Context: an optimization exercise on an open-source flow, tuned for small area, a short achievable clock period and few clock cycles. The choices shown serve that exercise and are no tape-out recipe.
At most, simulation tests tie the RTL to the original design; equivalence was not proved.
Power figures rest on the tool's default switching activity, not on a simulated workload.

== P ==
## mult_accelerator
module mult_accelerator (
	input clk,
	output read_n,
	output write_n,
	output chipselect,
	input waitrequest,
	output [31:0] address,
	output [1:0] byteenable,
	input readdatavalid,
	input [15:0] readdata,
	output [15:0] writedata,
	input reset_n
);
assign byteenable = 2'b11;
assign chipselect = 1'b1;
localparam [15:0] PIX1 = 16'd1,     W1 = 16'd50,    R1 = 16'd39250,
                  PIX2 = 16'd39450, W2 = 16'd39463, R2 = 16'd49463;
localparam [5:0] PLAST1 = PIX1[5:0] + 6'd48, PLAST2 = PIX2[5:0] + 6'd12;
localparam [9:0] RLAST1 = R1[9:0] + 10'd199, RLAST2 = R2[9:0] + 10'd199;
localparam [2:0] S_POLL = 3'd0, S_RUN = 3'd1, S_END = 3'd2, S_WR = 3'd3,
                 S_FL0 = 3'd4, S_FLAG = 3'd5;
reg [2:0]  state;
reg        layer2;       
reg        cmd;          
reg        rd, wr;       
reg [15:0] aq;           
reg        cp;           
reg [3:0]  cg;           
reg [5:0]  pa;           
reg        pdone;        
reg        vcur, vnxt;   
reg [15:0] pcur, pnxt;
reg [3:0]  rm;           
reg [15:0] gptr;         
reg [9:0]  ra;           
reg        rl;           
reg        t1p, t2p, t1w, t2w;  
reg [3:0]  t1g, t2g;     
reg        clr;          
reg [5:0]  y;            
reg        yv;           
  ...
==> flow/config.mk <==
export PLATFORM = sky130hd
export DESIGN_NAME = mult_accelerator
export DESIGN_NICKNAME = mult_accelerator
export VERILOG_FILES = /design/flow/design.v
export SDC_FILE = /design/flow/constraint.sdc
export NUM_CORES = 4
export LEC_CHECK = 0
export CAP_MARGIN = 20
export CORE_MARGIN = 2
export CORE_UTILIZATION = 65
export CTS_BUF_LIST = sky130_fd_sc_hd__clkbuf_8
export PLACE_DENSITY = 0.75
export SETUP_SLACK_MARGIN = 3.7
export SLEW_MARGIN = 20
export BUFFER_PORTS_ARGS = -buffer_cell sky130_fd_sc_hd__buf_2
==> flow/constraint.sdc <==
create_clock -name core_clock -period 6.0 [get_ports {clk}]
set_input_delay 1.2000 -clock core_clock [delete_from_list [all_inputs] [get_ports {clk}]]
set_output_delay 1.2000 -clock core_clock [all_outputs]
set_load 0.01 [all_outputs]
standard.sh (not shown) runs the stock make flow with config.mk's settings and CLKGATE_MAP_FILE= SYNTH_SCRIPT=/design/flow/synth_recipe.tcl, a recipe that flattens the netlist after the stock synthesis.
==> flow/flow/run.sh <==
#!/bin/bash
# Standard layout, with plain buffers on the ports.
set -e
echo 'export BUFFER_PORTS_ARGS = -buffer_cell sky130_fd_sc_hd__buf_2' >> config.mk
bash standard.sh > standard.log 2>&1
Changes in Q relative to P:
- a change of SETUP_SLACK_MARGIN from 3.7 to 3.8
==> run summary <==
Compare Q and P | global routing usage summed across all routing layers higher: Q. P -> Q: area share of fa/ha/maj cells after synthesis flat. On multi-input gate share of the layout cell area: Q sits below P. Measured against each other, Q and P differ in met3 wirelength from detailed routing, the higher figure coming from Q. Final worst slack: Q worse than P. ~same maximum cell stage delay along the critical path in Q and P. P → Q: average routed wire per standard cell now larger; first-pass GRT wire length now larger; pre-CTS worst setup slack now larger. Number of inserted diodes: Q vs P identical. Against P, the final cell area of Q is higher.
No run of this note included a check of the RTL's function; only the layout flow was run.

## job 101
mult_accelerator, a different RTL version from the one above (not shown whole).
Size: about 110 flip-flops, about 73 I/O pins.
==> flow/config.mk <==
export PLATFORM = sky130hd
export DESIGN_NAME = mult_accelerator
export DESIGN_NICKNAME = mult_accelerator
export VERILOG_FILES = /design/flow/design.v
export SDC_FILE = /design/flow/constraint.sdc
export NUM_CORES = 4
export LEC_CHECK = 0
export CAP_MARGIN = 20
export CORE_MARGIN = 2
export CORE_UTILIZATION = 65
export CTS_BUF_LIST = sky130_fd_sc_hd__clkbuf_4 sky130_fd_sc_hd__clkbuf_8
export PLACE_DENSITY = 0.75
export SETUP_SLACK_MARGIN = 3.8
export SLEW_MARGIN = 20
export BUFFER_PORTS_ARGS = -buffer_cell sky130_fd_sc_hd__buf_2
==> flow/constraint.sdc <==
create_clock -name core_clock -period 6.0 [get_ports {clk}]
set_input_delay 1.2000 -clock core_clock [delete_from_list [all_inputs] [get_ports {clk}]]
set_output_delay 1.2000 -clock core_clock [all_outputs]
set_load 0.01 [all_outputs]
Scripts as last shown in full above: flow/flow/run.sh
Testbench counts of job 101, summed over its fixed seeds: cycles 573,099.
### job 101 -> job 102
Settings: CTS_BUF_LIST now sky130_fd_sc_hd__clkbuf_8, was sky130_fd_sc_hd__clkbuf_4 sky130_fd_sc_hd__clkbuf_8; SETUP_SLACK_MARGIN now 3.6, was 3.8.
==> comparison <==
- In summary, job 102 completed successfully, with a layout that passed the timing, design-rule and antenna checks.
- Summary of job 102 over job 101: estimated wirelength of the detail-placed design saw a decrease; final critical-path required period up 0.066 ns; wire length moved down; post-CTS setup repair buffer count now smaller.
- Job 101 ended up with aq[6] as its source of the critical timing path; job 102 ended up with waitrequest.
- In job 102 relative to job 101, finished layout cell area had gone down slightly.
- Comparing job 102 against job 101, there is no change at all in number of non-clock inverters in the layout.
- Of job 102 and job 101, the run reporting the higher delay contributed by the slowest stage of the critical path was job 101.
- The power reported for job 102 is smaller than that of job 101 by 0.53%.
### job 102 -> job 103
Settings: an added CTS_ARGS of -repair_clock_nets -buf_list sky130_fd_sc_hd__clkbuf_8 -dont_use_dummy_load; a change of SETUP_SLACK_MARGIN from 3.6 to 3.8.
==> flow/flow/run.sh <==
#!/bin/bash
# Standard layout, with plain buffers on the ports and a clock tree without
# dummy balancing loads.
set -e
cat >> config.mk <<'CFG'
export BUFFER_PORTS_ARGS = -buffer_cell sky130_fd_sc_hd__buf_2
export CTS_ARGS = -repair_clock_nets -buf_list sky130_fd_sc_hd__clkbuf_8 -dont_use_dummy_load
CFG
bash standard.sh > standard.log 2>&1
Results
- In job 103, the global-route track usage on met3 came out 0.28 points above the value in job 102.
- Area added between synthesis and finish essentially unchanged between job 102 and job 103.
- Max setup fix buffers added after clock tree synthesis across job 102 and job 103: job 103
- There was hardly any difference in sequential share of layout area between job 102 and job 103.
- Higher endpoint required time on the critical path among job 102 and job 103: job 102
- Cmp job 102 and job 103 / setup slack / higher: job 103
- Job 103 against job 102; wire length is up slightly.
- On total design power: between job 102 and job 103, it ends up higher for job 102.
- Looking at share of power burned in the clock network, job 103 sits 6.7 points lower than job 102 does.
- Going from job 102 to job 103, timing-limited maximum frequency rose by about 4%, final standard cell utilization of the core stayed essentially flat.
The following lists how job 104 was set up differently from job 103:
Settings: CTS_ARGS no longer set, was -repair_clock_nets -buf_list sky130_fd_sc_hd__clkbuf_8 -dont_use_dummy_load; ABC_CLOCK_PERIOD_IN_PS now 2200, previously not set.
==> flow/flow/run.sh <==
#!/bin/bash
# Standard layout, with plain buffers on the ports.
set -e
echo 'export BUFFER_PORTS_ARGS = -buffer_cell sky130_fd_sc_hd__buf_2' >> config.mk
bash standard.sh > standard.log 2>&1
[summary]
Job 104 | stages: all done | timing, DRC, antenna: all pass. Looking at job 103 and job 104, the area of the multi-input gates is a wash. Of job 103 and job 104, job 103 shows the higher average detailed-routed wire length per instance, with job 104 below it. Sort job 103 and job 104 by achievable frequency desc -> top: job 103. On hold slack, job 103 and job 104 are basically level. Diff job 103 -> job 104: power increased by about 10% relative to the old numbers, layout-stage area growth over the synthesis result went up by 1.5 points, via density per instance lower, cell area now sits higher, routed wire length has remained practically unchanged. Re final sequential cell count: no difference whatsoever between job 103 and job 104.
Relative to job 104, the following input files were edited for job 105:
Settings: swapping 3.8 for 4.0 in SETUP_SLACK_MARGIN; clearing ABC_CLOCK_PERIOD_IN_PS, which used to be 2200.
Findings:
- From job 104 to job 105 the numbers moved as follows: power went down 1.6%; worst setup slack went up 0.032 ns; net switching power went up about 7%.

[static timing again, ports no longer ideal]
Ports are ideal in the flow. The routed layouts listed here were re-timed in OpenROAD. Step 1 (the two cells are an assumption about what drives the block):
set clk [get_ports {clk}]
set_driving_cell -lib_cell sky130_fd_sc_hd__clkbuf_16 $clk
set_driving_cell -lib_cell sky130_fd_sc_hd__buf_2 [delete_from_list [all_inputs] $clk]
Step 2 also shifts input and output timing later by t, the mid clock arrival at the registers, as if the neighbouring blocks saw the same clock. Three values: ideal ports, drivers, drivers and shift; two values: the first two.
run	shift t [ns]	setup slack, ns	cell pins on the clock port's net
P	0.485	2.952 / 2.946 / 2.460	1
Q	0.477	2.939 / 2.938 / 2.461	1
job 101	0.395	3.834 / 3.802 / 3.522	1
job 102	0.401	3.768 / 3.776 / 3.378	1
job 103	0.379	3.850 / 3.819 / 3.545	1
job 104	0.393	3.843 / 3.811 / 3.520	1
job 105	0.401	3.875 / 3.843 / 3.589	1
After both steps every run listed still meets setup and hold. The setup slack of P, which loses most, moves by -0.006 ns with the drivers and by -0.492 ns with both steps.
